This is an optimization exercise on Yosys and OpenROAD, whose aim is small area, not a production implementation. RTL that was checked went through simulation tests only; none was proved equivalent to the original. Power figures rest on the tool's default switching activity, not on a simulated workload.

==> 02-10: inputs <==
==> flow/design.v (excerpt) <==
module Packet_Symbol_Width_adapter #(
		parameter INPUT_SYMBOL_WIDTH  = 256,
		parameter OUTPUT_SYMBOL_WIDTH = 32
	) (
		input  wire        clock_clk,
		input  wire        reset_reset,
		output reg  [OUTPUT_SYMBOL_WIDTH-1:0] aso_out0_data,
		input  wire        aso_out0_ready,
		output wire        aso_out0_valid,
		output wire        aso_out0_endofpacket,
		output wire        aso_out0_startofpacket,
		input  wire [INPUT_SYMBOL_WIDTH-1:0] asi_in0_data,
		output wire        asi_in0_ready,
		input  wire        asi_in0_valid,
		input  wire        asi_in0_endofpacket,
		input  wire        asi_in0_startofpacket
	);
    localparam W = OUTPUT_SYMBOL_WIDTH;
    localparam N = INPUT_SYMBOL_WIDTH/OUTPUT_SYMBOL_WIDTH;
    reg        sh;
    reg        shn;      
    reg  [3:0] j;
    reg        last;     
    reg        first;    
    wire shift = sh;
    wire keep  = shn;
    wire hold  = ~(sh | (j[2] & ~j[3]));
    wire ready = ~sh & j[3];
    wire load  = asi_in0_valid & ready & (~j[2] | asi_in0_startofpacket);
    assign asi_in0_ready          = ready;
    assign aso_out0_valid         = sh ? (j[3] | j[0]) : ~j[3];
    assign aso_out0_startofpacket = first & sh & j[3] & ~j[2];
    assign aso_out0_endofpacket   = last & ~sh & ~j[3];
    wire [W-1:0] din [0:N-1];
    reg  [W-1:0] w   [0:N-1];
    genvar k;
    generate
        for (k = 0; k < N; k = k + 1) begin : g_word
            assign din[k] = asi_in0_data[INPUT_SYMBOL_WIDTH-1-k*W -: W];
            if (k == N-1) begin : g_tail
                always @(posedge clock_clk)
                    w[k] <= din[k];
            end else if (k % 2 == 0) begin : g_inv
                always @(posedge clock_clk)
  ...
==> module Packet_Symbol_Width_adapter, before the edit <==
module Packet_Symbol_Width_adapter #(
		parameter INPUT_SYMBOL_WIDTH  = 256,
		parameter OUTPUT_SYMBOL_WIDTH = 32
	) (
		input  wire        clock_clk,
		input  wire        reset_reset,
		output reg  [OUTPUT_SYMBOL_WIDTH-1:0] aso_out0_data,
		input  wire        aso_out0_ready,
		output wire        aso_out0_valid,
		output wire        aso_out0_endofpacket,
		output wire        aso_out0_startofpacket,
		input  wire [INPUT_SYMBOL_WIDTH-1:0] asi_in0_data,
		output wire        asi_in0_ready,
		input  wire        asi_in0_valid,
		input  wire        asi_in0_endofpacket,
		input  wire        asi_in0_startofpacket
	);
    localparam W = OUTPUT_SYMBOL_WIDTH;
    localparam N = INPUT_SYMBOL_WIDTH/OUTPUT_SYMBOL_WIDTH;
    reg        sh;
    reg        shn;      
    reg  [3:0] j;
    reg        last;     
    reg        first;    
    wire shift = sh;
    wire keep  = shn;
    wire hold  = ~(sh | (j[2] & ~j[3]));
    wire ready = ~sh & j[3];
    wire load  = asi_in0_valid & ready & (~j[2] | asi_in0_startofpacket);
    assign asi_in0_ready          = ready;
    assign aso_out0_valid         = sh ? (j[3] | j[0]) : ~j[3];
    assign aso_out0_startofpacket = first & sh & j[3] & ~j[2];
    assign aso_out0_endofpacket   = last & ~sh & ~j[3];
    wire [W-1:0] din [0:N-1];
    reg  [W-1:0] w   [0:N-1];
    genvar k;
    generate
        for (k = 0; k < N; k = k + 1) begin : g_word
            assign din[k] = asi_in0_data[INPUT_SYMBOL_WIDTH-1-k*W -: W];
            if (k == N-1) begin : g_tail
                always @(posedge clock_clk)
                    w[k] <= din[k];
            end else if (k % 2 == 0) begin : g_inv
                always @(posedge clock_clk)
                    w[k] <= ~((din[k] | {W{shift}}) & (w[k+1] | {W{keep}}));
            end else begin : g_true
                always @(posedge clock_clk)
                    w[k] <= ~((w[k+1] | {W{keep}}) & ~(din[k] & {W{hold}}));
            end
        end
    endgenerate
    always @(posedge clock_clk) begin
        if (ready) begin
            first <= j[2];
            last  <= ~j[2] & asi_in0_endofpacket;
        end
    end
    always @(posedge clock_clk) begin
        j[1] <= sh & j[2];
        j[0] <= sh & j[1];
    end
    always @(posedge clock_clk or posedge reset_reset) begin
        if (reset_reset) begin
            sh     <= 1'b0;
            shn    <= 1'b1;
            j[3:2] <= 2'b11;
        end
        else begin
            sh   <= load | (sh & (j[1] | ~j[0]));
            shn  <= ~(load | (sh & (j[1] | ~j[0])));
            j[3] <= ~(load | (sh & j[0]));
            j[2] <= ~load & (sh ? j[3] : (j[3] ? j[2] : last));
        end
    end
    always @(posedge clock_clk or posedge reset_reset) begin
        if (reset_reset) begin
            aso_out0_data <= 0;
        end
        else begin
            aso_out0_data <= ~((w[0] | {W{hold}}) & ~(aso_out0_data & {W{keep}}));
        end
    end
endmodule
export LEC_CHECK = 0
export CAP_MARGIN = 0
export CORE_MARGIN = 2
export CORE_UTILIZATION = 70
export GPL_TIMING_DRIVEN = 0
export PLACE_DENSITY = 0.8
export SLEW_MARGIN = 0
create_clock -name core_clock -period 4.0 [get_ports {clock_clk}]
standard.sh (not shown) runs the stock make flow with config.mk's settings and CLKGATE_MAP_FILE= SYNTH_SCRIPT=/design/flow/synth_recipe.tcl, a recipe that flattens the netlist after the stock synthesis.
==> flow/flow/run.sh <==
#!/bin/bash
# Standard ORFS layout, with the port buffers made from the smallest buffer
# and a clock tree of small buffers without dummy loads.
set -euo pipefail
bash standard.sh "BUFFER_PORTS_ARGS=-buffer_cell sky130_fd_sc_hd__buf_1" \
  "CTS_ARGS=-sink_clustering_enable -repair_clock_nets -dont_use_dummy_load -buf_list sky130_fd_sc_hd__clkbuf_4 -sink_clustering_size 12 -sink_clustering_max_diameter 45" \
  finish > standard.log 2>&1
==> inputs of 11-22, as changes to 02-10 <==
==> flow/design.v (replaced) <==
`timescale 1 ps / 1 ps
module Packet_Symbol_Width_adapter #(
		parameter INPUT_SYMBOL_WIDTH  = 256,
		parameter OUTPUT_SYMBOL_WIDTH = 32
	) (
		input  wire        clock_clk,
		input  wire        reset_reset,
		output reg  [OUTPUT_SYMBOL_WIDTH-1:0] aso_out0_data,
		input  wire        aso_out0_ready,
		output wire        aso_out0_valid,
		output wire        aso_out0_endofpacket,
		output wire        aso_out0_startofpacket,
		input  wire [INPUT_SYMBOL_WIDTH-1:0] asi_in0_data,
		output wire        asi_in0_ready,
		input  wire        asi_in0_valid,
		input  wire        asi_in0_endofpacket,
		input  wire        asi_in0_startofpacket
	);
    localparam W = OUTPUT_SYMBOL_WIDTH;
    localparam N = INPUT_SYMBOL_WIDTH/OUTPUT_SYMBOL_WIDTH;
    localparam [3:0] P_LOAD = 4'd7, P_LAST = 4'd15, P_WAIT = 4'd0, P_IDLE = 4'd1;
    reg  [3:0] phase;
    reg        last;     
    reg        first;    
    reg  [INPUT_SYMBOL_WIDTH-1:0] sr;    
    wire idle  = (phase == P_IDLE);
    wire wait_ = (phase == P_WAIT);
    wire load  = asi_in0_valid & (wait_ | (idle & asi_in0_startofpacket));
    wire shift = (phase == P_LOAD) | (phase[3] & (phase != P_LAST));
    assign asi_in0_ready          = idle | wait_;
    assign aso_out0_valid         = phase[3];
    assign aso_out0_startofpacket = first & (phase == 4'd8);
    assign aso_out0_endofpacket   = last & (phase == P_LAST);
    always @(posedge clock_clk) begin
        sr[INPUT_SYMBOL_WIDTH-1:W] <= ({(INPUT_SYMBOL_WIDTH-W){load}}  & asi_in0_data[INPUT_SYMBOL_WIDTH-1:W])
                                    | ({(INPUT_SYMBOL_WIDTH-W){shift}} & sr[INPUT_SYMBOL_WIDTH-W-1:0]);
        sr[W-1:0] <= asi_in0_data[W-1:0];
    end
    always @(posedge clock_clk) begin
        if (load) begin
            first <= idle;
            last  <= wait_ & asi_in0_endofpacket;
        end
    end
    always @(posedge clock_clk or posedge reset_reset) begin
        if (reset_reset) begin
            phase         <= P_IDLE;
            aso_out0_data <= 0;
        end
        else begin
            if (shift)
                aso_out0_data <= sr[INPUT_SYMBOL_WIDTH-1-:W];
            if (load)
                phase <= P_LOAD;
            else if (phase == P_LAST)
                phase <= last ? P_IDLE : P_WAIT;
            else if (shift)
                phase <= phase + 4'd1;
        end
    end
endmodule
==> flow/flow/run.sh (replaced) <==
#!/bin/bash
# Standard ORFS layout, with the port buffers made from the smallest buffer.
set -euo pipefail
bash standard.sh "BUFFER_PORTS_ARGS=-buffer_cell sky130_fd_sc_hd__buf_1" finish > standard.log 2>&1
CAP_MARGIN = 20   (was 0)
CORE_UTILIZATION = 40   (was 70)
GPL_TIMING_DRIVEN = default   (was 0)
PLACE_DENSITY = 0.6   (was 0.8)
SLEW_MARGIN = 20   (was 0)
==> comparison table <==
item                                                                                    02-10                       11-22
Status                                                                         finished clean              finished clean
Fraction of the mapped netlist area in simple logic gates                               2.27%                      0.951%
Overall Power                                                                         8670 uW                     9080 uW
Hold Startpoint                                                              asi_in0_data[11]             asi_in0_data[9]
Clock latency of the later-clocked register in the worst-skew pair                    0.66 ns                     0.54 ns
Share of the synthesized area in the top cell type                                      60.9%                       57.3%
Mapped Nets                                                                               923                         901
Number of standard cells in the layout, taps in and fillers out                         1,132                       1,225
Number of combinational gates with multiple inputs                                        306                         284
Post-route cell area                                                                 9990 um2                  11,200 um2
Clock network power                                                                   1140 uW                     2750 uW
Register Area                                                                        6130 um2                    6090 um2
M1 WL                                                                                 7290 um                     8880 um
Share of the clock period used by the worst path after layout                           74.2%                       67.1%
Proportion of synthesized chip area in sequential cells                                 72.2%                       68.1%
Root Driver                                                         sky130_fd_sc_hd__clkbuf_4  sky130_fd_sc_hd__clkbuf_16
Wire length of the first global-routing pass                                        30,800 um                   31,300 um
Die Wd                                                                                 114 um                      154 um
No functional check of the RTL was part of 11-22.

## re-timing with driven ports
In the flow no input, the clock included, has a driving cell. The finished layouts below were timed again as built, in two steps.
Step 1 assumes that a clkbuf_16 drives the clock port and a buf_2 every other input.
Step 2, shift: input delay + t, output delay - t, t = (earliest + latest rising clock arrival at the registers) / 2. This alone moves slack from input paths to output paths.
a / b / c = ideal / step 1 / step 2; a / b = the first two.
run | t (ns) | setup WS [ns] | latest minus earliest clock arrival (ns) | worst data-port slew with drivers (ns) | cell pins on the clock port's net
02-10 | 0.667 | 1.034 / 1.000 / 1.667 | 0.050 / 0.050 | 0.08 | 1
11-22 | 0.573 | 1.314 / 1.272 / 1.272 | 0.014 / 0.013 | 0.07 | 1
After both steps setup and hold are still met in every run listed. For 11-22, which loses most, drivers alone change the setup slack by -0.042 ns; drivers and shift together by -0.042 ns.
